This design comes from an exercise in tuning for small area, a short achievable clock period and few clock cycles per item on the open sky130 flow, not from production work.
In this exercise RTL edits were held to simulation tests only and were not proved equivalent to the original.
No activity file was given, so power comes from the tool's default toggle rates.

==> flow/design.v <==
`timescale 1ns/1ps
module pyjamask96(
    input clk,
    input reset_n,
    input load,
    input start,
    input [7:0] byte_in,
    input [7:0] byte_key_in,
    output reg valid,
    output reg [7:0] byte_out
    );
    reg         ph_ld, ks1, ph_run, ph_rot;
    reg         sel_run, sel_rot, sel_ld;
    reg         vld;
    reg [7:0]   in_x;
    reg         loading;
    reg         started;
    reg [3:0]   cnt;
    reg [95:0]  state;
    reg [127:0] key;     
    wire [95:0] sl = {state[31:24], state[23:16], state[15:8], state[7:0], state[95:88], state[87:80], state[79:72], state[71:64], state[63:56], state[55:48], state[47:40], state[39:32]};    
    wire [31:0] x0 = sl[95:64], x1 = sl[63:32], x2 = sl[31:0];
    wire [31:0] k0 = key[127:96], k1 = key[95:64], k2 = key[63:32], k3 = key[31:0];
    wire g = sel_run;
    wire [31:0] sb0 = ({32{g}} & x1) ^ ({32{g}} & x0 & x2);
    wire [31:0] sb1 = ({32{g}} & x2) ^ ({32{g}} & (x0 | x1));
    wire [31:0] sb2 = ({32{g}} & x0) ^ ({32{g}} & x1 & ~x2);
    wire [31:0] mr0, mr1, mr2;
    wire [95:0] mr = {mr0, mr1, mr2};
    wire [95:0] rk = {k0, k1, ~k2};
    wire [31:0] ka = k0 ^ k1, kb = k2 ^ k3;
    wire [31:0] kx0 = k1 ^ kb;
    wire [31:0] kmk;
    wire [31:0] kx1 = k0 ^ kb, kx2 = k3 ^ ka, kx3 = k2 ^ ka;
    wire [31:0] nk0 = kmk ^ {24'h0, 4'h8, cnt};
    wire [31:0] nk1 = {kx1[7:0],  kx1[31:8]}  ^ 32'h00006a00;
    wire [31:0] nk2 = {kx2[14:0], kx2[31:15]} ^ 32'h003f0000;
    wire [31:0] nk3 = {kx3[17:0], kx3[31:18]} ^ 32'h24000000;
    wire [31:0] m0_f1;
    assign m0_f1[0] = sb0[0] ^ sb0[5];
    assign m0_f1[1] = sb0[1] ^ sb0[6];
    assign m0_f1[2] = sb0[2] ^ sb0[7];
    assign m0_f1[3] = sb0[3] ^ sb0[8];
    assign m0_f1[4] = sb0[4] ^ sb0[9];
    assign m0_f1[5] = sb0[5] ^ sb0[10];
    assign m0_f1[6] = sb0[6] ^ sb0[11];
    assign m0_f1[7] = sb0[7] ^ sb0[12];
    assign m0_f1[8] = sb0[8] ^ sb0[13];
    assign m0_f1[9] = sb0[9] ^ sb0[14];
    assign m0_f1[10] = sb0[10] ^ sb0[15];
    assign m0_f1[11] = sb0[11] ^ sb0[16];
    assign m0_f1[12] = sb0[12] ^ sb0[17];
    assign m0_f1[13] = sb0[13] ^ sb0[18];
    assign m0_f1[14] = sb0[14] ^ sb0[19];
    assign m0_f1[15] = sb0[15] ^ sb0[20];
    assign m0_f1[16] = sb0[16] ^ sb0[21];
    assign m0_f1[17] = sb0[17] ^ sb0[22];
    assign m0_f1[18] = sb0[18] ^ sb0[23];
    assign m0_f1[19] = sb0[19] ^ sb0[24];
    assign m0_f1[20] = sb0[20] ^ sb0[25];
    assign m0_f1[21] = sb0[21] ^ sb0[26];
    assign m0_f1[22] = sb0[22] ^ sb0[27];
    assign m0_f1[23] = sb0[23] ^ sb0[28];
    assign m0_f1[24] = sb0[24] ^ sb0[29];
    assign m0_f1[25] = sb0[25] ^ sb0[30];
    assign m0_f1[26] = sb0[26] ^ sb0[31];
    assign m0_f1[27] = sb0[27] ^ sb0[0];
    assign m0_f1[28] = sb0[28] ^ sb0[1];
    assign m0_f1[29] = sb0[29] ^ sb0[2];
    assign m0_f1[30] = sb0[30] ^ sb0[3];
    assign m0_f1[31] = sb0[31] ^ sb0[4];
    wire [31:0] m0_f2;
    assign m0_f2[0] = sb0[0] ^ m0_f1[8];
    assign m0_f2[1] = sb0[1] ^ m0_f1[9];
    assign m0_f2[2] = sb0[2] ^ m0_f1[10];
    assign m0_f2[3] = sb0[3] ^ m0_f1[11];
    assign m0_f2[4] = sb0[4] ^ m0_f1[12];
    assign m0_f2[5] = sb0[5] ^ m0_f1[13];
    assign m0_f2[6] = sb0[6] ^ m0_f1[14];
    assign m0_f2[7] = sb0[7] ^ m0_f1[15];
    assign m0_f2[8] = sb0[8] ^ m0_f1[16];
    assign m0_f2[9] = sb0[9] ^ m0_f1[17];
    assign m0_f2[10] = sb0[10] ^ m0_f1[18];
    assign m0_f2[11] = sb0[11] ^ m0_f1[19];
    assign m0_f2[12] = sb0[12] ^ m0_f1[20];
    assign m0_f2[13] = sb0[13] ^ m0_f1[21];
    assign m0_f2[14] = sb0[14] ^ m0_f1[22];
    assign m0_f2[15] = sb0[15] ^ m0_f1[23];
    assign m0_f2[16] = sb0[16] ^ m0_f1[24];
    assign m0_f2[17] = sb0[17] ^ m0_f1[25];
    assign m0_f2[18] = sb0[18] ^ m0_f1[26];
    assign m0_f2[19] = sb0[19] ^ m0_f1[27];
    assign m0_f2[20] = sb0[20] ^ m0_f1[28];
    assign m0_f2[21] = sb0[21] ^ m0_f1[29];
    assign m0_f2[22] = sb0[22] ^ m0_f1[30];
    assign m0_f2[23] = sb0[23] ^ m0_f1[31];
    assign m0_f2[24] = sb0[24] ^ m0_f1[0];
    assign m0_f2[25] = sb0[25] ^ m0_f1[1];
    assign m0_f2[26] = sb0[26] ^ m0_f1[2];
    assign m0_f2[27] = sb0[27] ^ m0_f1[3];
    assign m0_f2[28] = sb0[28] ^ m0_f1[4];
    assign m0_f2[29] = sb0[29] ^ m0_f1[5];
    assign m0_f2[30] = sb0[30] ^ m0_f1[6];
    assign m0_f2[31] = sb0[31] ^ m0_f1[7];
    assign mr0[0] = m0_f1[2] ^ m0_f1[24] ^ sb0[31] ^ m0_f2[0] ^ m0_f2[6];
    assign mr0[1] = m0_f1[3] ^ m0_f1[25] ^ sb0[0] ^ m0_f2[1] ^ m0_f2[7];
    assign mr0[2] = m0_f1[4] ^ m0_f1[26] ^ sb0[1] ^ m0_f2[2] ^ m0_f2[8];
    assign mr0[3] = m0_f1[5] ^ m0_f1[27] ^ sb0[2] ^ m0_f2[3] ^ m0_f2[9];
    assign mr0[4] = m0_f1[6] ^ m0_f1[28] ^ sb0[3] ^ m0_f2[4] ^ m0_f2[10];
    assign mr0[5] = m0_f1[7] ^ m0_f1[29] ^ sb0[4] ^ m0_f2[5] ^ m0_f2[11];
    assign mr0[6] = m0_f1[8] ^ m0_f1[30] ^ sb0[5] ^ m0_f2[6] ^ m0_f2[12];
    assign mr0[7] = m0_f1[9] ^ m0_f1[31] ^ sb0[6] ^ m0_f2[7] ^ m0_f2[13];
    assign mr0[8] = m0_f1[10] ^ m0_f1[0] ^ sb0[7] ^ m0_f2[8] ^ m0_f2[14];
    assign mr0[9] = m0_f1[11] ^ m0_f1[1] ^ sb0[8] ^ m0_f2[9] ^ m0_f2[15];
    assign mr0[10] = m0_f1[12] ^ m0_f1[2] ^ sb0[9] ^ m0_f2[10] ^ m0_f2[16];
    assign mr0[11] = m0_f1[13] ^ m0_f1[3] ^ sb0[10] ^ m0_f2[11] ^ m0_f2[17];
    assign mr0[12] = m0_f1[14] ^ m0_f1[4] ^ sb0[11] ^ m0_f2[12] ^ m0_f2[18];
    assign mr0[13] = m0_f1[15] ^ m0_f1[5] ^ sb0[12] ^ m0_f2[13] ^ m0_f2[19];
    assign mr0[14] = m0_f1[16] ^ m0_f1[6] ^ sb0[13] ^ m0_f2[14] ^ m0_f2[20];
    assign mr0[15] = m0_f1[17] ^ m0_f1[7] ^ sb0[14] ^ m0_f2[15] ^ m0_f2[21];
    assign mr0[16] = m0_f1[18] ^ m0_f1[8] ^ sb0[15] ^ m0_f2[16] ^ m0_f2[22];
    assign mr0[17] = m0_f1[19] ^ m0_f1[9] ^ sb0[16] ^ m0_f2[17] ^ m0_f2[23];
    assign mr0[18] = m0_f1[20] ^ m0_f1[10] ^ sb0[17] ^ m0_f2[18] ^ m0_f2[24];
    assign mr0[19] = m0_f1[21] ^ m0_f1[11] ^ sb0[18] ^ m0_f2[19] ^ m0_f2[25];
    assign mr0[20] = m0_f1[22] ^ m0_f1[12] ^ sb0[19] ^ m0_f2[20] ^ m0_f2[26];
    assign mr0[21] = m0_f1[23] ^ m0_f1[13] ^ sb0[20] ^ m0_f2[21] ^ m0_f2[27];
    assign mr0[22] = m0_f1[24] ^ m0_f1[14] ^ sb0[21] ^ m0_f2[22] ^ m0_f2[28];
    assign mr0[23] = m0_f1[25] ^ m0_f1[15] ^ sb0[22] ^ m0_f2[23] ^ m0_f2[29];
    assign mr0[24] = m0_f1[26] ^ m0_f1[16] ^ sb0[23] ^ m0_f2[24] ^ m0_f2[30];
    assign mr0[25] = m0_f1[27] ^ m0_f1[17] ^ sb0[24] ^ m0_f2[25] ^ m0_f2[31];
    assign mr0[26] = m0_f1[28] ^ m0_f1[18] ^ sb0[25] ^ m0_f2[26] ^ m0_f2[0];
    assign mr0[27] = m0_f1[29] ^ m0_f1[19] ^ sb0[26] ^ m0_f2[27] ^ m0_f2[1];
    assign mr0[28] = m0_f1[30] ^ m0_f1[20] ^ sb0[27] ^ m0_f2[28] ^ m0_f2[2];
    assign mr0[29] = m0_f1[31] ^ m0_f1[21] ^ sb0[28] ^ m0_f2[29] ^ m0_f2[3];
    assign mr0[30] = m0_f1[0] ^ m0_f1[22] ^ sb0[29] ^ m0_f2[30] ^ m0_f2[4];
    assign mr0[31] = m0_f1[1] ^ m0_f1[23] ^ sb0[30] ^ m0_f2[31] ^ m0_f2[5];
    wire [31:0] m1_f1;
    assign m1_f1[0] = sb1[0] ^ sb1[13];
    assign m1_f1[1] = sb1[1] ^ sb1[14];
    assign m1_f1[2] = sb1[2] ^ sb1[15];
    assign m1_f1[3] = sb1[3] ^ sb1[16];
    assign m1_f1[4] = sb1[4] ^ sb1[17];
    assign m1_f1[5] = sb1[5] ^ sb1[18];
    assign m1_f1[6] = sb1[6] ^ sb1[19];
    assign m1_f1[7] = sb1[7] ^ sb1[20];
    assign m1_f1[8] = sb1[8] ^ sb1[21];
    assign m1_f1[9] = sb1[9] ^ sb1[22];
    assign m1_f1[10] = sb1[10] ^ sb1[23];
    assign m1_f1[11] = sb1[11] ^ sb1[24];
    assign m1_f1[12] = sb1[12] ^ sb1[25];
    assign m1_f1[13] = sb1[13] ^ sb1[26];
    assign m1_f1[14] = sb1[14] ^ sb1[27];
    assign m1_f1[15] = sb1[15] ^ sb1[28];
    assign m1_f1[16] = sb1[16] ^ sb1[29];
    assign m1_f1[17] = sb1[17] ^ sb1[30];
    assign m1_f1[18] = sb1[18] ^ sb1[31];
    assign m1_f1[19] = sb1[19] ^ sb1[0];
    assign m1_f1[20] = sb1[20] ^ sb1[1];
    assign m1_f1[21] = sb1[21] ^ sb1[2];
    assign m1_f1[22] = sb1[22] ^ sb1[3];
    assign m1_f1[23] = sb1[23] ^ sb1[4];
    assign m1_f1[24] = sb1[24] ^ sb1[5];
    assign m1_f1[25] = sb1[25] ^ sb1[6];
    assign m1_f1[26] = sb1[26] ^ sb1[7];
    assign m1_f1[27] = sb1[27] ^ sb1[8];
    assign m1_f1[28] = sb1[28] ^ sb1[9];
    assign m1_f1[29] = sb1[29] ^ sb1[10];
    assign m1_f1[30] = sb1[30] ^ sb1[11];
    assign m1_f1[31] = sb1[31] ^ sb1[12];
    wire [31:0] m1_f2;
    assign m1_f2[0] = sb1[0] ^ m1_f1[17];
    assign m1_f2[1] = sb1[1] ^ m1_f1[18];
    assign m1_f2[2] = sb1[2] ^ m1_f1[19];
    assign m1_f2[3] = sb1[3] ^ m1_f1[20];
    assign m1_f2[4] = sb1[4] ^ m1_f1[21];
    assign m1_f2[5] = sb1[5] ^ m1_f1[22];
    assign m1_f2[6] = sb1[6] ^ m1_f1[23];
    assign m1_f2[7] = sb1[7] ^ m1_f1[24];
    assign m1_f2[8] = sb1[8] ^ m1_f1[25];
    assign m1_f2[9] = sb1[9] ^ m1_f1[26];
    assign m1_f2[10] = sb1[10] ^ m1_f1[27];
    assign m1_f2[11] = sb1[11] ^ m1_f1[28];
    assign m1_f2[12] = sb1[12] ^ m1_f1[29];
    assign m1_f2[13] = sb1[13] ^ m1_f1[30];
    assign m1_f2[14] = sb1[14] ^ m1_f1[31];
    assign m1_f2[15] = sb1[15] ^ m1_f1[0];
    assign m1_f2[16] = sb1[16] ^ m1_f1[1];
    assign m1_f2[17] = sb1[17] ^ m1_f1[2];
    assign m1_f2[18] = sb1[18] ^ m1_f1[3];
    assign m1_f2[19] = sb1[19] ^ m1_f1[4];
    assign m1_f2[20] = sb1[20] ^ m1_f1[5];
    assign m1_f2[21] = sb1[21] ^ m1_f1[6];
    assign m1_f2[22] = sb1[22] ^ m1_f1[7];
    assign m1_f2[23] = sb1[23] ^ m1_f1[8];
    assign m1_f2[24] = sb1[24] ^ m1_f1[9];
    assign m1_f2[25] = sb1[25] ^ m1_f1[10];
    assign m1_f2[26] = sb1[26] ^ m1_f1[11];
    assign m1_f2[27] = sb1[27] ^ m1_f1[12];
    assign m1_f2[28] = sb1[28] ^ m1_f1[13];
    assign m1_f2[29] = sb1[29] ^ m1_f1[14];
    assign m1_f2[30] = sb1[30] ^ m1_f1[15];
    assign m1_f2[31] = sb1[31] ^ m1_f1[16];
    wire [31:0] m1_f3;
    assign m1_f3[0] = m1_f2[0] ^ m1_f2[8];
    assign m1_f3[1] = m1_f2[1] ^ m1_f2[9];
    assign m1_f3[2] = m1_f2[2] ^ m1_f2[10];
    assign m1_f3[3] = m1_f2[3] ^ m1_f2[11];
    assign m1_f3[4] = m1_f2[4] ^ m1_f2[12];
    assign m1_f3[5] = m1_f2[5] ^ m1_f2[13];
    assign m1_f3[6] = m1_f2[6] ^ m1_f2[14];
    assign m1_f3[7] = m1_f2[7] ^ m1_f2[15];
    assign m1_f3[8] = m1_f2[8] ^ m1_f2[16];
    assign m1_f3[9] = m1_f2[9] ^ m1_f2[17];
    assign m1_f3[10] = m1_f2[10] ^ m1_f2[18];
    assign m1_f3[11] = m1_f2[11] ^ m1_f2[19];
    assign m1_f3[12] = m1_f2[12] ^ m1_f2[20];
    assign m1_f3[13] = m1_f2[13] ^ m1_f2[21];
    assign m1_f3[14] = m1_f2[14] ^ m1_f2[22];
    assign m1_f3[15] = m1_f2[15] ^ m1_f2[23];
    assign m1_f3[16] = m1_f2[16] ^ m1_f2[24];
    assign m1_f3[17] = m1_f2[17] ^ m1_f2[25];
    assign m1_f3[18] = m1_f2[18] ^ m1_f2[26];
    assign m1_f3[19] = m1_f2[19] ^ m1_f2[27];
    assign m1_f3[20] = m1_f2[20] ^ m1_f2[28];
    assign m1_f3[21] = m1_f2[21] ^ m1_f2[29];
    assign m1_f3[22] = m1_f2[22] ^ m1_f2[30];
    assign m1_f3[23] = m1_f2[23] ^ m1_f2[31];
    assign m1_f3[24] = m1_f2[24] ^ m1_f2[0];
    assign m1_f3[25] = m1_f2[25] ^ m1_f2[1];
    assign m1_f3[26] = m1_f2[26] ^ m1_f2[2];
    assign m1_f3[27] = m1_f2[27] ^ m1_f2[3];
    assign m1_f3[28] = m1_f2[28] ^ m1_f2[4];
    assign m1_f3[29] = m1_f2[29] ^ m1_f2[5];
    assign m1_f3[30] = m1_f2[30] ^ m1_f2[6];
    assign m1_f3[31] = m1_f2[31] ^ m1_f2[7];
    assign mr1[0] = m1_f1[6] ^ m1_f2[1] ^ m1_f3[9];
    assign mr1[1] = m1_f1[7] ^ m1_f2[2] ^ m1_f3[10];
    assign mr1[2] = m1_f1[8] ^ m1_f2[3] ^ m1_f3[11];
    assign mr1[3] = m1_f1[9] ^ m1_f2[4] ^ m1_f3[12];
    assign mr1[4] = m1_f1[10] ^ m1_f2[5] ^ m1_f3[13];
    assign mr1[5] = m1_f1[11] ^ m1_f2[6] ^ m1_f3[14];
    assign mr1[6] = m1_f1[12] ^ m1_f2[7] ^ m1_f3[15];
    assign mr1[7] = m1_f1[13] ^ m1_f2[8] ^ m1_f3[16];
    assign mr1[8] = m1_f1[14] ^ m1_f2[9] ^ m1_f3[17];
    assign mr1[9] = m1_f1[15] ^ m1_f2[10] ^ m1_f3[18];
    assign mr1[10] = m1_f1[16] ^ m1_f2[11] ^ m1_f3[19];
    assign mr1[11] = m1_f1[17] ^ m1_f2[12] ^ m1_f3[20];
    assign mr1[12] = m1_f1[18] ^ m1_f2[13] ^ m1_f3[21];
    assign mr1[13] = m1_f1[19] ^ m1_f2[14] ^ m1_f3[22];
    assign mr1[14] = m1_f1[20] ^ m1_f2[15] ^ m1_f3[23];
    assign mr1[15] = m1_f1[21] ^ m1_f2[16] ^ m1_f3[24];
    assign mr1[16] = m1_f1[22] ^ m1_f2[17] ^ m1_f3[25];
    assign mr1[17] = m1_f1[23] ^ m1_f2[18] ^ m1_f3[26];
    assign mr1[18] = m1_f1[24] ^ m1_f2[19] ^ m1_f3[27];
    assign mr1[19] = m1_f1[25] ^ m1_f2[20] ^ m1_f3[28];
    assign mr1[20] = m1_f1[26] ^ m1_f2[21] ^ m1_f3[29];
    assign mr1[21] = m1_f1[27] ^ m1_f2[22] ^ m1_f3[30];
    assign mr1[22] = m1_f1[28] ^ m1_f2[23] ^ m1_f3[31];
    assign mr1[23] = m1_f1[29] ^ m1_f2[24] ^ m1_f3[0];
    assign mr1[24] = m1_f1[30] ^ m1_f2[25] ^ m1_f3[1];
    assign mr1[25] = m1_f1[31] ^ m1_f2[26] ^ m1_f3[2];
    assign mr1[26] = m1_f1[0] ^ m1_f2[27] ^ m1_f3[3];
    assign mr1[27] = m1_f1[1] ^ m1_f2[28] ^ m1_f3[4];
    assign mr1[28] = m1_f1[2] ^ m1_f2[29] ^ m1_f3[5];
    assign mr1[29] = m1_f1[3] ^ m1_f2[30] ^ m1_f3[6];
    assign mr1[30] = m1_f1[4] ^ m1_f2[31] ^ m1_f3[7];
    assign mr1[31] = m1_f1[5] ^ m1_f2[0] ^ m1_f3[8];
    wire [31:0] m2_f1;
    assign m2_f1[0] = sb2[0] ^ sb2[2];
    assign m2_f1[1] = sb2[1] ^ sb2[3];
    assign m2_f1[2] = sb2[2] ^ sb2[4];
    assign m2_f1[3] = sb2[3] ^ sb2[5];
    assign m2_f1[4] = sb2[4] ^ sb2[6];
    assign m2_f1[5] = sb2[5] ^ sb2[7];
    assign m2_f1[6] = sb2[6] ^ sb2[8];
    assign m2_f1[7] = sb2[7] ^ sb2[9];
    assign m2_f1[8] = sb2[8] ^ sb2[10];
    assign m2_f1[9] = sb2[9] ^ sb2[11];
    assign m2_f1[10] = sb2[10] ^ sb2[12];
    assign m2_f1[11] = sb2[11] ^ sb2[13];
    assign m2_f1[12] = sb2[12] ^ sb2[14];
    assign m2_f1[13] = sb2[13] ^ sb2[15];
    assign m2_f1[14] = sb2[14] ^ sb2[16];
    assign m2_f1[15] = sb2[15] ^ sb2[17];
    assign m2_f1[16] = sb2[16] ^ sb2[18];
    assign m2_f1[17] = sb2[17] ^ sb2[19];
    assign m2_f1[18] = sb2[18] ^ sb2[20];
    assign m2_f1[19] = sb2[19] ^ sb2[21];
    assign m2_f1[20] = sb2[20] ^ sb2[22];
    assign m2_f1[21] = sb2[21] ^ sb2[23];
    assign m2_f1[22] = sb2[22] ^ sb2[24];
    assign m2_f1[23] = sb2[23] ^ sb2[25];
    assign m2_f1[24] = sb2[24] ^ sb2[26];
    assign m2_f1[25] = sb2[25] ^ sb2[27];
    assign m2_f1[26] = sb2[26] ^ sb2[28];
    assign m2_f1[27] = sb2[27] ^ sb2[29];
    assign m2_f1[28] = sb2[28] ^ sb2[30];
    assign m2_f1[29] = sb2[29] ^ sb2[31];
    assign m2_f1[30] = sb2[30] ^ sb2[0];
    assign m2_f1[31] = sb2[31] ^ sb2[1];
    wire [31:0] m2_f2;
    assign m2_f2[0] = sb2[0] ^ m2_f1[9];
    assign m2_f2[1] = sb2[1] ^ m2_f1[10];
    assign m2_f2[2] = sb2[2] ^ m2_f1[11];
    assign m2_f2[3] = sb2[3] ^ m2_f1[12];
    assign m2_f2[4] = sb2[4] ^ m2_f1[13];
    assign m2_f2[5] = sb2[5] ^ m2_f1[14];
    assign m2_f2[6] = sb2[6] ^ m2_f1[15];
    assign m2_f2[7] = sb2[7] ^ m2_f1[16];
    assign m2_f2[8] = sb2[8] ^ m2_f1[17];
    assign m2_f2[9] = sb2[9] ^ m2_f1[18];
    assign m2_f2[10] = sb2[10] ^ m2_f1[19];
    assign m2_f2[11] = sb2[11] ^ m2_f1[20];
    assign m2_f2[12] = sb2[12] ^ m2_f1[21];
    assign m2_f2[13] = sb2[13] ^ m2_f1[22];
    assign m2_f2[14] = sb2[14] ^ m2_f1[23];
    assign m2_f2[15] = sb2[15] ^ m2_f1[24];
    assign m2_f2[16] = sb2[16] ^ m2_f1[25];
    assign m2_f2[17] = sb2[17] ^ m2_f1[26];
    assign m2_f2[18] = sb2[18] ^ m2_f1[27];
    assign m2_f2[19] = sb2[19] ^ m2_f1[28];
    assign m2_f2[20] = sb2[20] ^ m2_f1[29];
    assign m2_f2[21] = sb2[21] ^ m2_f1[30];
    assign m2_f2[22] = sb2[22] ^ m2_f1[31];
    assign m2_f2[23] = sb2[23] ^ m2_f1[0];
    assign m2_f2[24] = sb2[24] ^ m2_f1[1];
    assign m2_f2[25] = sb2[25] ^ m2_f1[2];
    assign m2_f2[26] = sb2[26] ^ m2_f1[3];
    assign m2_f2[27] = sb2[27] ^ m2_f1[4];
    assign m2_f2[28] = sb2[28] ^ m2_f1[5];
    assign m2_f2[29] = sb2[29] ^ m2_f1[6];
    assign m2_f2[30] = sb2[30] ^ m2_f1[7];
    assign m2_f2[31] = sb2[31] ^ m2_f1[8];
    wire [31:0] m2_f3;
    assign m2_f3[0] = m2_f2[0] ^ m2_f2[6];
    assign m2_f3[1] = m2_f2[1] ^ m2_f2[7];
    assign m2_f3[2] = m2_f2[2] ^ m2_f2[8];
    assign m2_f3[3] = m2_f2[3] ^ m2_f2[9];
    assign m2_f3[4] = m2_f2[4] ^ m2_f2[10];
    assign m2_f3[5] = m2_f2[5] ^ m2_f2[11];
    assign m2_f3[6] = m2_f2[6] ^ m2_f2[12];
    assign m2_f3[7] = m2_f2[7] ^ m2_f2[13];
    assign m2_f3[8] = m2_f2[8] ^ m2_f2[14];
    assign m2_f3[9] = m2_f2[9] ^ m2_f2[15];
    assign m2_f3[10] = m2_f2[10] ^ m2_f2[16];
    assign m2_f3[11] = m2_f2[11] ^ m2_f2[17];
    assign m2_f3[12] = m2_f2[12] ^ m2_f2[18];
    assign m2_f3[13] = m2_f2[13] ^ m2_f2[19];
    assign m2_f3[14] = m2_f2[14] ^ m2_f2[20];
    assign m2_f3[15] = m2_f2[15] ^ m2_f2[21];
    assign m2_f3[16] = m2_f2[16] ^ m2_f2[22];
    assign m2_f3[17] = m2_f2[17] ^ m2_f2[23];
    assign m2_f3[18] = m2_f2[18] ^ m2_f2[24];
    assign m2_f3[19] = m2_f2[19] ^ m2_f2[25];
    assign m2_f3[20] = m2_f2[20] ^ m2_f2[26];
    assign m2_f3[21] = m2_f2[21] ^ m2_f2[27];
    assign m2_f3[22] = m2_f2[22] ^ m2_f2[28];
    assign m2_f3[23] = m2_f2[23] ^ m2_f2[29];
    assign m2_f3[24] = m2_f2[24] ^ m2_f2[30];
    assign m2_f3[25] = m2_f2[25] ^ m2_f2[31];
    assign m2_f3[26] = m2_f2[26] ^ m2_f2[0];
    assign m2_f3[27] = m2_f2[27] ^ m2_f2[1];
    assign m2_f3[28] = m2_f2[28] ^ m2_f2[2];
    assign m2_f3[29] = m2_f2[29] ^ m2_f2[3];
    assign m2_f3[30] = m2_f2[30] ^ m2_f2[4];
    assign m2_f3[31] = m2_f2[31] ^ m2_f2[5];
    assign mr2[0] = m2_f1[17] ^ m2_f1[2] ^ m2_f2[1] ^ m2_f3[7];
    assign mr2[1] = m2_f1[18] ^ m2_f1[3] ^ m2_f2[2] ^ m2_f3[8];
    assign mr2[2] = m2_f1[19] ^ m2_f1[4] ^ m2_f2[3] ^ m2_f3[9];
    assign mr2[3] = m2_f1[20] ^ m2_f1[5] ^ m2_f2[4] ^ m2_f3[10];
    assign mr2[4] = m2_f1[21] ^ m2_f1[6] ^ m2_f2[5] ^ m2_f3[11];
    assign mr2[5] = m2_f1[22] ^ m2_f1[7] ^ m2_f2[6] ^ m2_f3[12];
    assign mr2[6] = m2_f1[23] ^ m2_f1[8] ^ m2_f2[7] ^ m2_f3[13];
    assign mr2[7] = m2_f1[24] ^ m2_f1[9] ^ m2_f2[8] ^ m2_f3[14];
    assign mr2[8] = m2_f1[25] ^ m2_f1[10] ^ m2_f2[9] ^ m2_f3[15];
    assign mr2[9] = m2_f1[26] ^ m2_f1[11] ^ m2_f2[10] ^ m2_f3[16];
    assign mr2[10] = m2_f1[27] ^ m2_f1[12] ^ m2_f2[11] ^ m2_f3[17];
    assign mr2[11] = m2_f1[28] ^ m2_f1[13] ^ m2_f2[12] ^ m2_f3[18];
    assign mr2[12] = m2_f1[29] ^ m2_f1[14] ^ m2_f2[13] ^ m2_f3[19];
    assign mr2[13] = m2_f1[30] ^ m2_f1[15] ^ m2_f2[14] ^ m2_f3[20];
    assign mr2[14] = m2_f1[31] ^ m2_f1[16] ^ m2_f2[15] ^ m2_f3[21];
    assign mr2[15] = m2_f1[0] ^ m2_f1[17] ^ m2_f2[16] ^ m2_f3[22];
    assign mr2[16] = m2_f1[1] ^ m2_f1[18] ^ m2_f2[17] ^ m2_f3[23];
    assign mr2[17] = m2_f1[2] ^ m2_f1[19] ^ m2_f2[18] ^ m2_f3[24];
    assign mr2[18] = m2_f1[3] ^ m2_f1[20] ^ m2_f2[19] ^ m2_f3[25];
    assign mr2[19] = m2_f1[4] ^ m2_f1[21] ^ m2_f2[20] ^ m2_f3[26];
    assign mr2[20] = m2_f1[5] ^ m2_f1[22] ^ m2_f2[21] ^ m2_f3[27];
    assign mr2[21] = m2_f1[6] ^ m2_f1[23] ^ m2_f2[22] ^ m2_f3[28];
    assign mr2[22] = m2_f1[7] ^ m2_f1[24] ^ m2_f2[23] ^ m2_f3[29];
    assign mr2[23] = m2_f1[8] ^ m2_f1[25] ^ m2_f2[24] ^ m2_f3[30];
    assign mr2[24] = m2_f1[9] ^ m2_f1[26] ^ m2_f2[25] ^ m2_f3[31];
    assign mr2[25] = m2_f1[10] ^ m2_f1[27] ^ m2_f2[26] ^ m2_f3[0];
    assign mr2[26] = m2_f1[11] ^ m2_f1[28] ^ m2_f2[27] ^ m2_f3[1];
    assign mr2[27] = m2_f1[12] ^ m2_f1[29] ^ m2_f2[28] ^ m2_f3[2];
    assign mr2[28] = m2_f1[13] ^ m2_f1[30] ^ m2_f2[29] ^ m2_f3[3];
    assign mr2[29] = m2_f1[14] ^ m2_f1[31] ^ m2_f2[30] ^ m2_f3[4];
    assign mr2[30] = m2_f1[15] ^ m2_f1[0] ^ m2_f2[31] ^ m2_f3[5];
    assign mr2[31] = m2_f1[16] ^ m2_f1[1] ^ m2_f2[0] ^ m2_f3[6];
    wire [31:0] mk_f1;
    assign mk_f1[0] = kx0[0] ^ kx0[2];
    assign mk_f1[1] = kx0[1] ^ kx0[3];
    assign mk_f1[2] = kx0[2] ^ kx0[4];
    assign mk_f1[3] = kx0[3] ^ kx0[5];
    assign mk_f1[4] = kx0[4] ^ kx0[6];
    assign mk_f1[5] = kx0[5] ^ kx0[7];
    assign mk_f1[6] = kx0[6] ^ kx0[8];
    assign mk_f1[7] = kx0[7] ^ kx0[9];
    assign mk_f1[8] = kx0[8] ^ kx0[10];
    assign mk_f1[9] = kx0[9] ^ kx0[11];
    assign mk_f1[10] = kx0[10] ^ kx0[12];
    assign mk_f1[11] = kx0[11] ^ kx0[13];
    assign mk_f1[12] = kx0[12] ^ kx0[14];
    assign mk_f1[13] = kx0[13] ^ kx0[15];
    assign mk_f1[14] = kx0[14] ^ kx0[16];
    assign mk_f1[15] = kx0[15] ^ kx0[17];
    assign mk_f1[16] = kx0[16] ^ kx0[18];
    assign mk_f1[17] = kx0[17] ^ kx0[19];
    assign mk_f1[18] = kx0[18] ^ kx0[20];
    assign mk_f1[19] = kx0[19] ^ kx0[21];
    assign mk_f1[20] = kx0[20] ^ kx0[22];
    assign mk_f1[21] = kx0[21] ^ kx0[23];
    assign mk_f1[22] = kx0[22] ^ kx0[24];
    assign mk_f1[23] = kx0[23] ^ kx0[25];
    assign mk_f1[24] = kx0[24] ^ kx0[26];
    assign mk_f1[25] = kx0[25] ^ kx0[27];
    assign mk_f1[26] = kx0[26] ^ kx0[28];
    assign mk_f1[27] = kx0[27] ^ kx0[29];
    assign mk_f1[28] = kx0[28] ^ kx0[30];
    assign mk_f1[29] = kx0[29] ^ kx0[31];
    assign mk_f1[30] = kx0[30] ^ kx0[0];
    assign mk_f1[31] = kx0[31] ^ kx0[1];
    wire [31:0] mk_f2;
    assign mk_f2[0] = kx0[0] ^ kx0[11];
    assign mk_f2[1] = kx0[1] ^ kx0[12];
    assign mk_f2[2] = kx0[2] ^ kx0[13];
    assign mk_f2[3] = kx0[3] ^ kx0[14];
    assign mk_f2[4] = kx0[4] ^ kx0[15];
    assign mk_f2[5] = kx0[5] ^ kx0[16];
    assign mk_f2[6] = kx0[6] ^ kx0[17];
    assign mk_f2[7] = kx0[7] ^ kx0[18];
    assign mk_f2[8] = kx0[8] ^ kx0[19];
    assign mk_f2[9] = kx0[9] ^ kx0[20];
    assign mk_f2[10] = kx0[10] ^ kx0[21];
    assign mk_f2[11] = kx0[11] ^ kx0[22];
    assign mk_f2[12] = kx0[12] ^ kx0[23];
    assign mk_f2[13] = kx0[13] ^ kx0[24];
    assign mk_f2[14] = kx0[14] ^ kx0[25];
    assign mk_f2[15] = kx0[15] ^ kx0[26];
    assign mk_f2[16] = kx0[16] ^ kx0[27];
    assign mk_f2[17] = kx0[17] ^ kx0[28];
    assign mk_f2[18] = kx0[18] ^ kx0[29];
    assign mk_f2[19] = kx0[19] ^ kx0[30];
    assign mk_f2[20] = kx0[20] ^ kx0[31];
    assign mk_f2[21] = kx0[21] ^ kx0[0];
    assign mk_f2[22] = kx0[22] ^ kx0[1];
    assign mk_f2[23] = kx0[23] ^ kx0[2];
    assign mk_f2[24] = kx0[24] ^ kx0[3];
    assign mk_f2[25] = kx0[25] ^ kx0[4];
    assign mk_f2[26] = kx0[26] ^ kx0[5];
    assign mk_f2[27] = kx0[27] ^ kx0[6];
    assign mk_f2[28] = kx0[28] ^ kx0[7];
    assign mk_f2[29] = kx0[29] ^ kx0[8];
    assign mk_f2[30] = kx0[30] ^ kx0[9];
    assign mk_f2[31] = kx0[31] ^ kx0[10];
    wire [31:0] mk_f3;
    assign mk_f3[0] = mk_f1[0] ^ mk_f2[8];
    assign mk_f3[1] = mk_f1[1] ^ mk_f2[9];
    assign mk_f3[2] = mk_f1[2] ^ mk_f2[10];
    assign mk_f3[3] = mk_f1[3] ^ mk_f2[11];
    assign mk_f3[4] = mk_f1[4] ^ mk_f2[12];
    assign mk_f3[5] = mk_f1[5] ^ mk_f2[13];
    assign mk_f3[6] = mk_f1[6] ^ mk_f2[14];
    assign mk_f3[7] = mk_f1[7] ^ mk_f2[15];
    assign mk_f3[8] = mk_f1[8] ^ mk_f2[16];
    assign mk_f3[9] = mk_f1[9] ^ mk_f2[17];
    assign mk_f3[10] = mk_f1[10] ^ mk_f2[18];
    assign mk_f3[11] = mk_f1[11] ^ mk_f2[19];
    assign mk_f3[12] = mk_f1[12] ^ mk_f2[20];
    assign mk_f3[13] = mk_f1[13] ^ mk_f2[21];
    assign mk_f3[14] = mk_f1[14] ^ mk_f2[22];
    assign mk_f3[15] = mk_f1[15] ^ mk_f2[23];
    assign mk_f3[16] = mk_f1[16] ^ mk_f2[24];
    assign mk_f3[17] = mk_f1[17] ^ mk_f2[25];
    assign mk_f3[18] = mk_f1[18] ^ mk_f2[26];
    assign mk_f3[19] = mk_f1[19] ^ mk_f2[27];
    assign mk_f3[20] = mk_f1[20] ^ mk_f2[28];
    assign mk_f3[21] = mk_f1[21] ^ mk_f2[29];
    assign mk_f3[22] = mk_f1[22] ^ mk_f2[30];
    assign mk_f3[23] = mk_f1[23] ^ mk_f2[31];
    assign mk_f3[24] = mk_f1[24] ^ mk_f2[0];
    assign mk_f3[25] = mk_f1[25] ^ mk_f2[1];
    assign mk_f3[26] = mk_f1[26] ^ mk_f2[2];
    assign mk_f3[27] = mk_f1[27] ^ mk_f2[3];
    assign mk_f3[28] = mk_f1[28] ^ mk_f2[4];
    assign mk_f3[29] = mk_f1[29] ^ mk_f2[5];
    assign mk_f3[30] = mk_f1[30] ^ mk_f2[6];
    assign mk_f3[31] = mk_f1[31] ^ mk_f2[7];
    assign kmk[0] = kx0[20] ^ mk_f1[23] ^ mk_f3[0] ^ mk_f3[16] ^ mk_f3[28];
    assign kmk[1] = kx0[21] ^ mk_f1[24] ^ mk_f3[1] ^ mk_f3[17] ^ mk_f3[29];
    assign kmk[2] = kx0[22] ^ mk_f1[25] ^ mk_f3[2] ^ mk_f3[18] ^ mk_f3[30];
    assign kmk[3] = kx0[23] ^ mk_f1[26] ^ mk_f3[3] ^ mk_f3[19] ^ mk_f3[31];
    assign kmk[4] = kx0[24] ^ mk_f1[27] ^ mk_f3[4] ^ mk_f3[20] ^ mk_f3[0];
    assign kmk[5] = kx0[25] ^ mk_f1[28] ^ mk_f3[5] ^ mk_f3[21] ^ mk_f3[1];
    assign kmk[6] = kx0[26] ^ mk_f1[29] ^ mk_f3[6] ^ mk_f3[22] ^ mk_f3[2];
    assign kmk[7] = kx0[27] ^ mk_f1[30] ^ mk_f3[7] ^ mk_f3[23] ^ mk_f3[3];
    assign kmk[8] = kx0[28] ^ mk_f1[31] ^ mk_f3[8] ^ mk_f3[24] ^ mk_f3[4];
    assign kmk[9] = kx0[29] ^ mk_f1[0] ^ mk_f3[9] ^ mk_f3[25] ^ mk_f3[5];
    assign kmk[10] = kx0[30] ^ mk_f1[1] ^ mk_f3[10] ^ mk_f3[26] ^ mk_f3[6];
    assign kmk[11] = kx0[31] ^ mk_f1[2] ^ mk_f3[11] ^ mk_f3[27] ^ mk_f3[7];
    assign kmk[12] = kx0[0] ^ mk_f1[3] ^ mk_f3[12] ^ mk_f3[28] ^ mk_f3[8];
    assign kmk[13] = kx0[1] ^ mk_f1[4] ^ mk_f3[13] ^ mk_f3[29] ^ mk_f3[9];
    assign kmk[14] = kx0[2] ^ mk_f1[5] ^ mk_f3[14] ^ mk_f3[30] ^ mk_f3[10];
    assign kmk[15] = kx0[3] ^ mk_f1[6] ^ mk_f3[15] ^ mk_f3[31] ^ mk_f3[11];
    assign kmk[16] = kx0[4] ^ mk_f1[7] ^ mk_f3[16] ^ mk_f3[0] ^ mk_f3[12];
    assign kmk[17] = kx0[5] ^ mk_f1[8] ^ mk_f3[17] ^ mk_f3[1] ^ mk_f3[13];
    assign kmk[18] = kx0[6] ^ mk_f1[9] ^ mk_f3[18] ^ mk_f3[2] ^ mk_f3[14];
    assign kmk[19] = kx0[7] ^ mk_f1[10] ^ mk_f3[19] ^ mk_f3[3] ^ mk_f3[15];
    assign kmk[20] = kx0[8] ^ mk_f1[11] ^ mk_f3[20] ^ mk_f3[4] ^ mk_f3[16];
    assign kmk[21] = kx0[9] ^ mk_f1[12] ^ mk_f3[21] ^ mk_f3[5] ^ mk_f3[17];
    assign kmk[22] = kx0[10] ^ mk_f1[13] ^ mk_f3[22] ^ mk_f3[6] ^ mk_f3[18];
    assign kmk[23] = kx0[11] ^ mk_f1[14] ^ mk_f3[23] ^ mk_f3[7] ^ mk_f3[19];
    assign kmk[24] = kx0[12] ^ mk_f1[15] ^ mk_f3[24] ^ mk_f3[8] ^ mk_f3[20];
    assign kmk[25] = kx0[13] ^ mk_f1[16] ^ mk_f3[25] ^ mk_f3[9] ^ mk_f3[21];
    assign kmk[26] = kx0[14] ^ mk_f1[17] ^ mk_f3[26] ^ mk_f3[10] ^ mk_f3[22];
    assign kmk[27] = kx0[15] ^ mk_f1[18] ^ mk_f3[27] ^ mk_f3[11] ^ mk_f3[23];
    assign kmk[28] = kx0[16] ^ mk_f1[19] ^ mk_f3[28] ^ mk_f3[12] ^ mk_f3[24];
    assign kmk[29] = kx0[17] ^ mk_f1[20] ^ mk_f3[29] ^ mk_f3[13] ^ mk_f3[25];
    assign kmk[30] = kx0[18] ^ mk_f1[21] ^ mk_f3[30] ^ mk_f3[14] ^ mk_f3[26];
    assign kmk[31] = kx0[19] ^ mk_f1[22] ^ mk_f3[31] ^ mk_f3[15] ^ mk_f3[27];
    wire last_load  = ph_ld & loading & (cnt == 4'd15);
    wire last_round = ph_run & (cnt == 4'd14);
    wire last_out   = ph_rot & vld & (cnt == 4'd11);
    wire out_go     = (last_round | (ph_rot & ~vld & (cnt == 4'd11))) & (start | started);
    always @(posedge clk) begin
        sel_ld  <= (ph_ld & ~last_load) | last_out;
        sel_run <= ks1 | (ph_run & ~last_round);
        sel_rot <= (ph_rot & ~last_out) | last_round;
        valid   <= (vld & ~last_out) | out_go;
        in_x    <= byte_in ^ byte_key_in;
    end
    always @(posedge clk or negedge reset_n) begin
        if (!reset_n) begin
            ph_ld   <= 1'b1;
            ks1     <= 1'b0;
            ph_run  <= 1'b0;
            ph_rot  <= 1'b0;
            loading <= 1'b0;
            started <= 1'b0;
            vld     <= 1'b0;
            cnt     <= 4'd0;
        end else begin
            if (ph_ld) begin
                if (!loading) begin
                    started <= 1'b0;
                    if (load) begin
                        loading <= 1'b1;
                        cnt     <= 4'd1;
                    end
                end else begin
                    cnt <= cnt + 4'd1;
                    if (cnt == 4'd15) begin
                        loading <= 1'b0;
                        ph_ld   <= 1'b0;
                        ks1     <= 1'b1;
                    end
                end
            end
            if (ks1) begin
                cnt    <= 4'd1;
                ks1    <= 1'b0;
                ph_run <= 1'b1;
                if (start) started <= 1'b1;
            end
            if (ph_run) begin
                cnt <= cnt + 4'd1;
                if (start) started <= 1'b1;
                if (cnt == 4'd14) begin
                    cnt    <= 4'd0;
                    ph_run <= 1'b0;
                    ph_rot <= 1'b1;
                    if (start | started) vld <= 1'b1;
                end
            end
            if (ph_rot) begin
                cnt <= (cnt == 4'd11) ? 4'd0 : cnt + 4'd1;
                if (start) started <= 1'b1;
                if (cnt == 4'd11) begin
                    if (vld) begin
                        vld    <= 1'b0;
                        ph_rot <= 1'b0;
                        ph_ld  <= 1'b1;
                    end else if (start | started) begin
                        vld    <= 1'b1;
                    end
                end
            end
        end
    end
    wire       rot_in = ks1 | (loading & cnt[3] & cnt[2] & (cnt[1] | cnt[0]));
    wire [7:0] low_in = rot_in ? state[95:88] : in_x;
    wire [95:0] b = sel_run ? {rk[63:56], rk[55:48], rk[47:40], rk[39:32], rk[31:24], rk[23:16], rk[15:8], rk[7:0], rk[95:88], rk[87:80], rk[79:72], rk[71:64]} :
                    sel_rot ? {state[7:0], state[95:8]} :
                             {state[87:0], low_in};
    always @(posedge clk)
        state <= {mr[63:56], mr[55:48], mr[47:40], mr[39:32], mr[31:24], mr[23:16], mr[15:8], mr[7:0], mr[95:88], mr[87:80], mr[79:72], mr[71:64]} ^ b;
    always @(posedge clk) begin
        if (sel_ld)
            key <= {key[119:0], byte_key_in};
        else
            key <= {nk0, nk1, nk2, nk3};
    end
    always @(*) byte_out = state[39:32];
endmodule
==> flow/flow/run.sh <==
#!/bin/bash
set -euo pipefail
MARGIN=5.45
NOX3=1
PLATFORM_DONT_USE=$(sed -n '/^export DONT_USE_CELLS += \\/,/[^\\]$/p' "$FLOW_HOME/platforms/sky130hd/config.mk" | grep -o 'sky130_fd_sc_hd__[a-z0-9_]*' | tr '\n' ' ')
EXTRA=()
if [[ $NOX3 == 1 ]]; then
  EXTRA+=("DONT_USE_CELLS=$PLATFORM_DONT_USE sky130_fd_sc_hd__xor3_1 sky130_fd_sc_hd__xor3_2 sky130_fd_sc_hd__xor3_4 sky130_fd_sc_hd__xnor3_1 sky130_fd_sc_hd__xnor3_2 sky130_fd_sc_hd__xnor3_4")
fi
bash standard.sh "${EXTRA[@]}" SETUP_SLACK_MARGIN=$MARGIN finish > orfs_make.log 2>&1
==> flow/standard.sh <==
#!/bin/bash
# synth_recipe.tcl (not shown) runs the flow's synth.tcl, then flattens the netlist and writes it again
# the make line also repeats each setting of config.mk as NAME=value (left out here)
make -C /OpenROAD-flow-scripts/flow DESIGN_CONFIG=/design/flow/config.mk WORK_HOME=/design/flow/orfs CLKGATE_MAP_FILE= SYNTH_SCRIPT=/design/flow/synth_recipe.tcl "${@:-finish}"
==> flow/config.mk <==
export PLATFORM = sky130hd
export DESIGN_NAME = pyjamask96
export DESIGN_NICKNAME = pyjamask96
export VERILOG_FILES = /design/flow/design.v
export SDC_FILE = /design/flow/constraint.sdc
export NUM_CORES = 4
export LEC_CHECK = 0
export CAP_MARGIN = 20
export CORE_MARGIN = 2
export CORE_UTILIZATION = 40
export CTS_CLUSTER_DIAMETER = 100
export CTS_CLUSTER_SIZE = 30
export GPL_ROUTABILITY_DRIVEN = 0
export PLACE_DENSITY = 0.75
export SETUP_SLACK_MARGIN = 5
export SLEW_MARGIN = 20
==> flow/constraint.sdc <==
create_clock -name core_clock -period 8.0 [get_ports {clk}]
set_input_delay 1.6000 -clock core_clock [delete_from_list [all_inputs] [get_ports {clk}]]
set_output_delay 1.6000 -clock core_clock [all_outputs]
set_load 0.01 [all_outputs]
==> impl_metrics.env, run 1 <==
export IMPL_syn_nets=2309
export IMPL_drc_errors=0
export IMPL_clock_skew_ns=0.0482
export IMPL_final_cell_mix="xnor2_1, nand2_1, dfxtp_1"
export IMPL_yosysUniqueCellTypes=44
export IMPL_final_nets=2311
export IMPL_clk_path_buf_depth=3
export IMPL_r2r_start="state[85]$_DFF_P_"
export IMPL_ys_flop_type="dfxtp_1"
export IMPL_rsz0062_at_grt="yes"
export IMPL_slew_headroom_pct=31.3
export IMPL_grt_total_usage_pct=26.2
export IMPL_cts_clk_slew_worst_paths_ns=0.12
export IMPL_dp_slack_ns=4.64
export IMPL_ys_top_cells_by_area="xnor2_1, dfxtp_1, xor2_1"
export IMPL_io_buffers=28
export IMPL_dp_hpwl_um=54600
export IMPL_arrival_ns=3.16
export IMPL_crit_path_start_kind="flop"
export IMPL_crit_required_ns=8.44
export IMPL_yosysTopAreaCell="xnor2_1"
export IMPL_status="no timing/DRC/antenna violations"
export IMPL_wl_per_cell_um=24.2
export IMPL_startpoint="state[85]$_DFF_P_"
export IMPL_cts_sinks=247
export IMPL_antenna_found_initial=5
export IMPL_leakagePower_nw=7.55
export IMPL_setup_slack_ns=5.29
export IMPL_die_w_um=231
export IMPL_cts_inserted_buffers=13
export IMPL_final_util_pct=45.3
export IMPL_period_needed_ns=2.71
export IMPL_cts_tree="done"
export IMPL_setup_viol=0
export IMPL_drv_cap=0
export IMPL_initial_core_util_pct=40.3
export IMPL_slew_viol_final=0
export IMPL_rows=83
export IMPL_layout_drive_gt1_share_pct=14.0
export IMPL_grt_max_degree=115
export IMPL_wirelength_um=72000
export IMPL_h_tree_depth=1
export IMPL_yosys_warnings=1
export IMPL_seq_area_um2=5060
export IMPL_via_per_inst=5.59
export IMPL_synth_top_cell_area_share_pct=37.3
export IMPL_cts_hold_buf=0
export IMPL_area_growth_pct=12.5
export IMPL_ys_seq_area_share_pct=24.3
export IMPL_drt_pass1_iterations=6
export IMPL_crit_fanout=6
export IMPL_ys_seq_elements=247
export IMPL_ir_drop_v=0.000130
export IMPL_critPathKind="flop to flop"
export IMPL_ant_nets=0
export IMPL_period_share_pct=33.9
export IMPL_die_area_um2=53300
export IMPL_grt_pass1_wl_um=104000
export IMPL_vias=16700
export IMPL_timing_final_hold_violations=0
export IMPL_clk_latency_ns=0.53
export IMPL_grt_pass1_vias=16100
export IMPL_syn_cell_area_um2=20600
export IMPL_die_height_um=231
export IMPL_synth_edf_count=0
export IMPL_ioPinCount=29
export IMPL_worstHoldStart="key[115]$_DFF_P_"
export IMPL_layout_commonest_cell="xnor2_1"
export IMPL_grt_overflow=0
export IMPL_worst_setup_path_end_kind="flop"
export IMPL_tns_ns=0
export IMPL_fmax_mhz=369
export IMPL_cts_root_buf="clkbuf_16"
export IMPL_hp_class="flop to flop"
export IMPL_synth_cells=2286
export IMPL_fp_coreArea_um2=51100
export IMPL_worst_pin_slew_ns=1.03
export IMPL_async_flop_share_pct=4.45
export IMPL_drtIter0Drc=2364
export IMPL_multi_input_area_um2=15900
export IMPL_synth_area_per_cell_um2=9.00
export IMPL_powerDensity_nw_per_um2=138
export IMPL_nFillCells=4704
logic make-up after synthesis:
logic type | synth area share [%]
compound gates | 6.96
flops | 24.3
xor+xnor | 52.6
fa+ha+maj | 0.182
simple gates | 8.82
mux | 4.97
buf+inv | 2.15
synth_stat cells, types with 10 or more instances:
master,instances
xnor2_1,877
dfxtp_1,236
nand2_1,225
xor2_1,205
o21ai_0,113
nor2_1,95
a21oi_1,80
xnor2_2,64
nor2b_1,59
mux2i_1,56
clkbuf_1,41
mux2_2,41
a211oi_1,27
buf_2,23
o21ai_1,21
buf_1,16
inv_1,13
dfrtp_1,10
nor2_2,10
repair_timing:
action	4_1_cts	5_1_grt
resized for setup	106	88
endpoints found under the setup margin	122	102
pin swaps	4	4
buffers inserted	21	19
gates cloned	2	1
stage by stage:
step                area (um2)  std cells  total power (W)  hold slack (ns)
global placement         21400       2910          0.00232            0.489
floorplan                20600       2286          0.00206            0.464
CTS                      22400       2953          0.00311            0.503
finish                   23100       2977          0.00319            0.490
detailed placement       21400       2910          0.00232            0.506
global route             23100       2973          0.00327            0.535
path summary, 6_finish.rpt:
kind	to	slack, ns	cells after the start
worst min register to register	key[123]$_DFF_P_	0.49	2
worst min-delay path	key[123]$_DFF_P_	0.49	2
max in group asynchronous	ph_ld$_DFF_PN1_	6.23	1
worst max-delay path	state[49]$_DFF_P_	5.29	8
worst max register to register	state[49]$_DFF_P_	5.29	8
min in group asynchronous	vld$_DFF_PN0_	1.42	1
worst max-delay path: stages (launching register included):
cell	delay [ns]
dfxtp_1	0.42
nor2b_1	0.19
xnor2_1	0.45
nor2_1	0.27
xnor2_1	0.52
xnor2_1	0.17
xnor2_1	0.16
xnor2_1	0.18
xnor2_1	0.27
sequential cells by signal, indices dropped and copies added (netlist names), 4 cells and up:
signal	flops
cnt	4
in_x	8
key	128
state	96
where the power goes:
group,internal [W],switching [W]
sequential,0.00129,0.000134
clock,0.000320,0.000465
combinational,0.000444,0.000536
total,0.00205,0.00114
area by class of cell:
cell class | count | area share [%]
sequential | 247 | 21.9
inverter | 14 | 0.249
multi-input combinational | 1937 | 68.9
antenna | 4 | 0.0432
clock buffer | 15 | 1.44
tap | 680 | 3.68
clock inverter | 5 | 0.308
timing repair buffer | 75 | 3.52
metal layers:
metal	GRT usage, %	vias to the layer above	share of wire [%]
li1	-	7264	-
met1	32.7	7885	37
met5	0	-	0.040
met2	38.9	1180	42
met3	8.23	321	13
met4	16.5	4	7.8
Testbench counts, summed over its fixed seeds: cycles 8,256, blocks 192.
==> run 2, diff against run 1 <==
--- a/flow/flow/run.sh
+++ b/flow/flow/run.sh
@@ -1,5 +1,5 @@
 #!/bin/bash
 set -euo pipefail
-MARGIN=5.45
+MARGIN=5.4
 NOX3=1
 PLATFORM_DONT_USE=$(sed -n '/^export DONT_USE_CELLS += \\/,/[^\\]$/p' "$FLOW_HOME/platforms/sky130hd/config.mk" | grep -o 'sky130_fd_sc_hd__[a-z0-9_]*' | tr '\n' ' ')
--- a/flow/config.mk
+++ b/flow/config.mk
@@ -11,6 +11,6 @@
 export CTS_CLUSTER_DIAMETER = 100
 export CTS_CLUSTER_SIZE = 30
-export GPL_ROUTABILITY_DRIVEN = 0
 export PLACE_DENSITY = 0.75
 export SETUP_SLACK_MARGIN = 5
 export SLEW_MARGIN = 20
+export TNS_END_PERCENT = 5
==> run 2 against run 1 <==
Still clean on timing, DRC and antenna. Synthesized area did not move. First-iteration DRC count fell by 33%. Cell count fell by 0.60%. Combinational power rose by 0.4%. Register-to-register slack got worse by 0.07 ns. Via count fell by 5.3%. Worst setup slack got worse by 0.067 ns. Sequential cell count did not move. Critical path depth did not move. Die area did not move. Maximum frequency fell by 2.4%. Highest routed layer unchanged.
==> impl_metrics.env, run 2 <==
export IMPL_status="no timing/DRC/antenna violations"
export IMPL_period_share_pct=34.7
export IMPL_antenna_found_initial=2
export IMPL_cts_inserted_buffers=14
export IMPL_synth_top_cell_area_share_pct=37.3
export IMPL_crit_path_end="state[78]$_DFF_P_"
export IMPL_synth_area_per_cell_um2=9.00
export IMPL_top_register="key"
export IMPL_design_power_total_w=0.00326
export IMPL_synth_common_cells="xnor2_1, dfxtp_1, nand2_1"
export IMPL_rows=83
export IMPL_top_regs="key x128, state x96, in_x x8"
export IMPL_grt_pass1_vias=15600
export IMPL_io_buffers=28
export IMPL_die_height_um=231
export IMPL_slew_viol_final=0
export IMPL_netSwitchingPower_w=0.00117
export IMPL_clk_latency_ns=0.54
export IMPL_layout_commonest_cell="xnor2_1"
export IMPL_yosys_warnings=1
export IMPL_crit_fanout=5
export IMPL_final_nets=2294
export IMPL_syn_nets=2309
export IMPL_switching_share_pct=35.8
export IMPL_combPwrFrac_pct=30.2
export IMPL_drv_cap=0
export IMPL_wl_per_cell_um=25.7
export IMPL_reg2reg_to="state[78]$_DFF_P_"
export IMPL_drt_pass1_iterations=5
export IMPL_h_tree_depth=1
export IMPL_timing_final_hold_violations=0
export IMPL_synth_edf_count=0
export IMPL_r2r_setup_slack_ns=5.22
export IMPL_reg2regPathDepth=8
export IMPL_ys_flop_type="dfxtp_1"
export IMPL_ys_seq_elements=247
export IMPL_synth_cells=2286
export IMPL_dp_hpwl_um=60700
export IMPL_yosysTopAreaCell="xnor2_1"
export IMPL_die_area_um2=53300
export IMPL_grt_max_degree=98
export IMPL_yosysUniqueCellTypes=44
export IMPL_routabilityCongestion=1.07
export IMPL_grt_total_usage_pct=28.3
export IMPL_crit_required_ns=8.41
export IMPL_ant_nets=0
export IMPL_startpoint="state[16]$_DFF_P_"
export IMPL_cts_sinks=247
export IMPL_largest_reg_flops=128
export IMPL_drtIter0Drc=1591
export IMPL_async_flop_share_pct=4.45
export IMPL_hp_class="flop to flop"
export IMPL_area_growth_pct=8.90
export IMPL_rsz0062_at_grt="yes"
export IMPL_ys_seq_area_share_pct=24.3
export IMPL_power_frac_seq_pct=43.8
export IMPL_clkPwrFrac_pct=26.0
export IMPL_layout_drive_gt1_share_pct=10.4
export IMPL_grt_overflow=0
export IMPL_intPower_w=0.00209
export IMPL_drc_errors=0
export IMPL_powerDensity_nw_per_um2=145
export IMPL_slew_headroom_pct=35.3
export IMPL_cts_root_buf="clkbuf_16"
export IMPL_crit_path_start_kind="flop"
export IMPL_whs_ns=0.506
export IMPL_worst_pin_slew_ns=0.963
export IMPL_r2r_start="state[16]$_DFF_P_"
export IMPL_initial_core_util_pct=40.3
export IMPL_yosysMostFrequentCell="xnor2_1"
export IMPL_final_cell_mix="xnor2_1, nand2_1, dfxtp_1"
export IMPL_ir_drop_v=0.000102
export IMPL_grt_pass1_wl_um=109000
export IMPL_ioPinCount=29
export IMPL_tns_ns=0
export IMPL_fmax_mhz=360
export IMPL_worst_setup_path_end_kind="flop"
export IMPL_final_util_pct=43.9
export IMPL_period_needed_ns=2.78
export IMPL_leakagePower_nw=7.20
export IMPL_clk_path_buf_depth=3
export IMPL_cts_hold_buf=0
export IMPL_cts_tree="done"
export IMPL_fp_coreArea_um2=51100
export IMPL_die_w_um=231
export IMPL_wirelength_um=76000
export IMPL_via_per_inst=5.33
export IMPL_cts_clk_slew_worst_paths_ns=0.12
export IMPL_ys_top_cells_by_area="xnor2_1, dfxtp_1, xor2_1"
export IMPL_setup_viol=0
export IMPL_arrival_ns=3.19
export IMPL_syn_cell_area_um2=20600
export IMPL_vias=15800
export IMPL_clock_skew_ns=0.0230
export IMPL_critPathKind="flop to flop"
-- run 2: cell counts after synthesis --
No cell type changed its count.
-- run 2: cell families after synthesis --
family                   after synthesis  share of synthesized area (%)
AO/OA/AOI/OAI                        260                           6.96
XOR/XNOR                            1158                           52.6
adder cells (fa/ha/maj)                3                          0.182
buffers and inverters                102                           2.15
flip-flops                           247                           24.3
multiplexers                          97                           4.97
AND/OR/NAND/NOR                      419                           8.82
-- run 2: layout make-up --
cell class                      count  area [um2]
Clock buffer                       20         414
Multi-Input combinational cell   1937       15400
Inverter                           14        57.6
Tap cell                          680         851
Antenna cell                        1        2.50
Fill cell                        5039       28700
Clock inverter                      3        32.5
Sequential cell                   247        5050
Timing Repair Buffer               57         616
-- run 2: through the flow --
stage	setup slack (ns)	std cells	cell area, um2
6_report	5.22	2959	22400
3_5_place_dp	4.48	2911	21400
3_3_place_gp	4.50	2911	21400
4_1_cts	5.30	2947	22200
2_1_floorplan	5.63	2286	20600
5_1_grt	5.19	2958	22400
-- run 2: worst min path at each step --
| stage | from | to | slack [ns] | cells past startpoint |
|---|---|---|---|---|
| finish | key[24]$_DFF_P_ | key[32]$_DFF_P_ | 0.51 | 2 |
| global route | key[1]$_DFF_P_ | key[9]$_DFF_P_ | 0.54 | 2 |
| CTS | key[24]$_DFF_P_ | key[32]$_DFF_P_ | 0.52 | 2 |
| detailed placement | ph_ld$_DFF_PN1_ | ph_ld$_DFF_PN1_ | 0.51 | 2 |
| global placement | started$_DFF_PN0_ | started$_DFF_PN0_ | 0.49 | 2 |
| floorplan | started$_DFF_PN0_ | started$_DFF_PN0_ | 0.46 | 2 |
-- run 2: worst max-delay path, stage by stage (launching register included) --
cell	delay, ns
dfxtp_1	0.65
nor2_1	0.16
xnor2_2	0.25
xnor2_1	0.55
o21ai_0	0.19
nor3b_1	0.20
xnor2_1	0.37
xnor2_1	0.15
xnor2_1	0.14
-- run 2: power by group through the flow --
| stage | registers [W] | logic, W | clock network (W) |
|---|---|---|---|
| finish | 0.00143 | 0.000984 | 0.000847 |
| global route | 0.00142 | 0.00103 | 0.000893 |
| detailed placement | 0.00145 | 0.000930 | 0 |
| floorplan | 0.00137 | 0.000692 | 0 |
| global placement | 0.00145 | 0.000938 | 0 |
| CTS | 0.00142 | 0.000959 | 0.000854 |
-- run 2: what timing repair did --
item | 4_1_cts | 5_1_grt
setup endpoints to repair | 127 | 138
setup buffers | 11 | 11
cloned | 2 | 0
resized for setup | 83 | 13
pin swaps | 0 | 4
-- run 2: metal layers --
metal	GRT usage [%]	up-vias	part of all wire, %
met2	44.9	757	45
met5	0	-	0.012
met1	36.9	7570	41
li1	-	7219	-
met4	14.9	2	6.5
met3	4.51	216	8.3
==> run 3, diff against run 2 <==
--- a/flow/config.mk
+++ b/flow/config.mk
@@ -14,3 +14,2 @@
 export SETUP_SLACK_MARGIN = 5
 export SLEW_MARGIN = 20
-export TNS_END_PERCENT = 5
==> run 3 against run 2 <==
Critical path type is now flop to output port. Maximum frequency increased by 5.0%. Highest routed layer is now met4. Sequential power barely moved. Sequential share of layout area fell by 0.67 points.
==> impl_metrics.env, run 3 <==
export IMPL_status="no timing/DRC/antenna violations"
export IMPL_die_height_um=231
export IMPL_hp_class="flop to flop"
export IMPL_crit_slowest_cell="dfxtp_4"
export IMPL_worstHoldStart="ph_ld$_DFF_PN1_"
export IMPL_grt_max_degree=98
export IMPL_yosysTopAreaCell="xnor2_1"
export IMPL_ant_nets=0
export IMPL_slew_headroom_pct=47.3
export IMPL_fmax_mhz=378
export IMPL_seq_area_um2=5070
export IMPL_dp_hpwl_um=60700
export IMPL_die_area_um2=53300
export IMPL_top_regs="key x128, state x96, in_x x8"
export IMPL_arrival_ns=1.05
export IMPL_dp_cells=2911
export IMPL_cts_sinks=247
export IMPL_slowest_delay_ns=0.41
export IMPL_synth_cells=2286
export IMPL_top_register="key"
export IMPL_drc_errors=0
export IMPL_vias=16000
export IMPL_ys_top_cells_by_area="xnor2_1, dfxtp_1, xor2_1"
export IMPL_leakagePower_nw=7.58
export IMPL_crit_required_ns=6.40
export IMPL_area_growth_pct=12.7
export IMPL_cts_inserted_buffers=14
export IMPL_worst_pin_slew_ns=0.785
export IMPL_via_per_inst=5.37
export IMPL_rows=83
export IMPL_grt_overflow=0
export IMPL_critPathKind="flop to output port"
export IMPL_synth_edf_count=0
export IMPL_async_flop_share_pct=4.45
export IMPL_fp_coreArea_um2=51100
export IMPL_power_frac_seq_pct=43.5
export IMPL_path_delay_family="flip-flops"
export IMPL_syn_nets=2309
export IMPL_period_needed_ns=2.65
export IMPL_timing_final_hold_violations=0
export IMPL_ys_flop_type="dfxtp_1"
export IMPL_reg2regPathDepth=7
export IMPL_grt_pass1_wl_um=110000
export IMPL_cts_tree="done"
export IMPL_ioPinCount=29
export IMPL_cts_root_buf="clkbuf_16"
export IMPL_ys_seq_elements=247
export IMPL_ir_drop_v=0.000101
export IMPL_switching_share_pct=35.9
export IMPL_powerDensity_nw_per_um2=142
export IMPL_slew_viol_final=0
export IMPL_intPower_w=0.00211
export IMPL_yosys_warnings=1
export IMPL_tns_ns=0
export IMPL_worst_setup_path_end_kind="output port"
export IMPL_combPwrFrac_pct=30.8
export IMPL_ys_seq_area_share_pct=24.3
export IMPL_setup_viol=0
export IMPL_final_nets=2316
export IMPL_yosysUniqueCellTypes=44
export IMPL_grt_pass1_vias=15800
export IMPL_worstSetupPathDepth=1
export IMPL_final_util_pct=45.4
export IMPL_cts_clk_slew_worst_paths_ns=0.10
export IMPL_netSwitchingPower_w=0.00118
export IMPL_synth_area_per_cell_um2=9.00
export IMPL_final_cells=2981
export IMPL_drtIter0Drc=1523
export IMPL_period_share_pct=33.1
export IMPL_drt_pass1_iterations=5
export IMPL_grt_total_usage_pct=28.4
export IMPL_drv_cap=0
export IMPL_die_w_um=231
export IMPL_wl_per_cell_um=25.8
export IMPL_final_cell_mix="xnor2_1, nand2_1, dfxtp_1"
export IMPL_multi_input_area_um2=15900
export IMPL_cts_hold_buf=0
export IMPL_whs_ns=0.527
export IMPL_clock_skew_ns=0.0230
export IMPL_crit_buf_inv=1
export IMPL_wirelength_um=76800
export IMPL_startpoint="state[37]$_DFF_P_"
export IMPL_clk_latency_ns=0.54
export IMPL_nFillCells=4939
export IMPL_antenna_found_initial=1
export IMPL_yosysMostFrequentCell="xnor2_1"
export IMPL_synth_top_cell_area_share_pct=37.3
export IMPL_routabilityCongestion=1.07
export IMPL_r2r_start="state[57]$_DFF_P_"
export IMPL_io_buffers=28
export IMPL_rsz0062_at_grt="yes"
export IMPL_clk_path_buf_depth=3
export IMPL_crit_chain="buf_6"
export IMPL_crit_fanout=2
export IMPL_layout_commonest_cell="xnor2_1"
export IMPL_clkPwrFrac_pct=25.7
export IMPL_largest_reg_flops=128
export IMPL_crit_path_start_kind="flop"
export IMPL_initial_core_util_pct=40.3
export IMPL_synth_common_cells="xnor2_1, dfxtp_1, nand2_1"
export IMPL_hold_depth=2
export IMPL_h_tree_depth=1
export IMPL_syn_cell_area_um2=20600
export IMPL_layout_drive_gt1_share_pct=14.6
[run 3: cell count changes in the layout (fill, tap and decap cells not counted), moves of 4 or more]
cell | previous run | this run
nor2_4 | 1 | 6
nor2_1 | 93 | 87
xor2_1 | 194 | 187
xnor2_4 | 12 | 19
xnor2_1 | 863 | 821
clkdlybuf4s15_2 | 4 | 0
dfxtp_2 | 5 | 22
buf_6 | 4 | 11
dfxtp_1 | 220 | 203
xnor2_2 | 75 | 110
buf_4 | 20 | 39
xor2_4 | 2 | 6
[run 3: repair_timing]
item                                    in CTS  in global routing
pin swaps                                    4                  8
setup buffers                               18                 26
cloned                                       2                  0
endpoints found under the setup margin     127                 89
gates resized for setup                    123                 81
[run 3: kinds of logic (layout without fill, tap and decap cells)]
logic type	Yosys count	in the layout	share of synthesized area, %
xor+xnor	1158	1158	52.6
simple gates	419	419	8.82
compound gates	260	260	6.96
flops	247	247	24.3
buf+inv	102	116	2.15
mux	97	97	4.97
fa+ha+maj	3	3	0.182
other cells	0	1	0
[run 3: worst min-delay path, stage by stage (launching register included)]
cell     delay, ns
dfstp_2       0.40
nand2_1       0.07
nand2_1       0.06
[run 3: cell type report]
type	instances	share of cell area (%)
repair buffers	79	3.55
clock inverters	3	0.140
well taps	680	3.67
clock buffers	20	1.79
multi-input cells	1937	68.7
diodes	1	0.0108
flip-flops and latches	247	21.9
inverters	14	0.248
[run 3: worst paths after layout]
check | to | slack, ns
min in group asynchronous | cnt[1]$_DFFE_PN0P_ | 1.38
setup reg to reg | state[45]$_DFF_P_ | 5.40
max in group asynchronous | ph_ld$_DFF_PN1_ | 6.25
hold reg to reg | ph_ld$_DFF_PN1_ | 0.53
hold / removal | ph_ld$_DFF_PN1_ | 0.53
setup / recovery | byte_out[5] | 5.35
[run 3: metrics by stage]
stage                     area, um2  power (W)  worst slack [ns]
after floorplan               20600    0.00206              5.63
after global placement        21400    0.00239              4.50
after detailed placement      21400    0.00238              4.48
after CTS                     22500    0.00325              5.35
after global routing          23200    0.00338              5.35
final                         23200    0.00329              5.35
[run 3: layer usage]
metal | GRT usage, % | wire (um)
met5 | 0 | 0
met4 | 15.9 | 5520
met3 | 4.04 | 6300
met2 | 44.9 | 34000
met1 | 37.2 | 31000
[run 3: power by group through the flow]
| stage | logic, W | clock network, W | registers, W |
|---|---|---|---|
| 2_1_floorplan | 0.000692 | 0 | 0.00137 |
| 3_3_place_gp | 0.000938 | 0 | 0.00145 |
| 3_5_place_dp | 0.000930 | 0 | 0.00145 |
| 4_1_cts | 0.000973 | 0.000854 | 0.00142 |
| 5_1_grt | 0.00106 | 0.000892 | 0.00143 |
| 6_report | 0.00101 | 0.000846 | 0.00143 |

re-timing with driven ports:
No port has a modelled driver above. Below, the same layouts with a new extraction and two added sets of constraints.
Step 1 assumes that a clkbuf_16 drives the clock port and a buf_2 every other input.
Step 2 also shifts input and output timing later by t, the mid clock arrival at the registers, as if the neighbouring blocks saw the same clock.
a / b / c = no drivers / after step 1 / after step 2; a / b = the first two.
| run | shift t [ns] | slack for setup (ns) | worst setup path after step 2 | worst slew at a driven data input, ns |
|---|---|---|---|---|
| run 1 | 0.570 | 5.289 / 5.289 / 5.101 | input to register | 0.03 |
| run 2 | 0.583 | 5.222 / 5.222 / 5.032 | input to register | 0.04 |
| run 3 | 0.583 | 5.355 / 5.297 / 5.032 | input to register | 0.04 |
After both steps setup and hold are still met in every run listed. For run 3, which loses most, drivers alone change the setup slack by -0.058 ns; drivers and shift together by -0.323 ns.
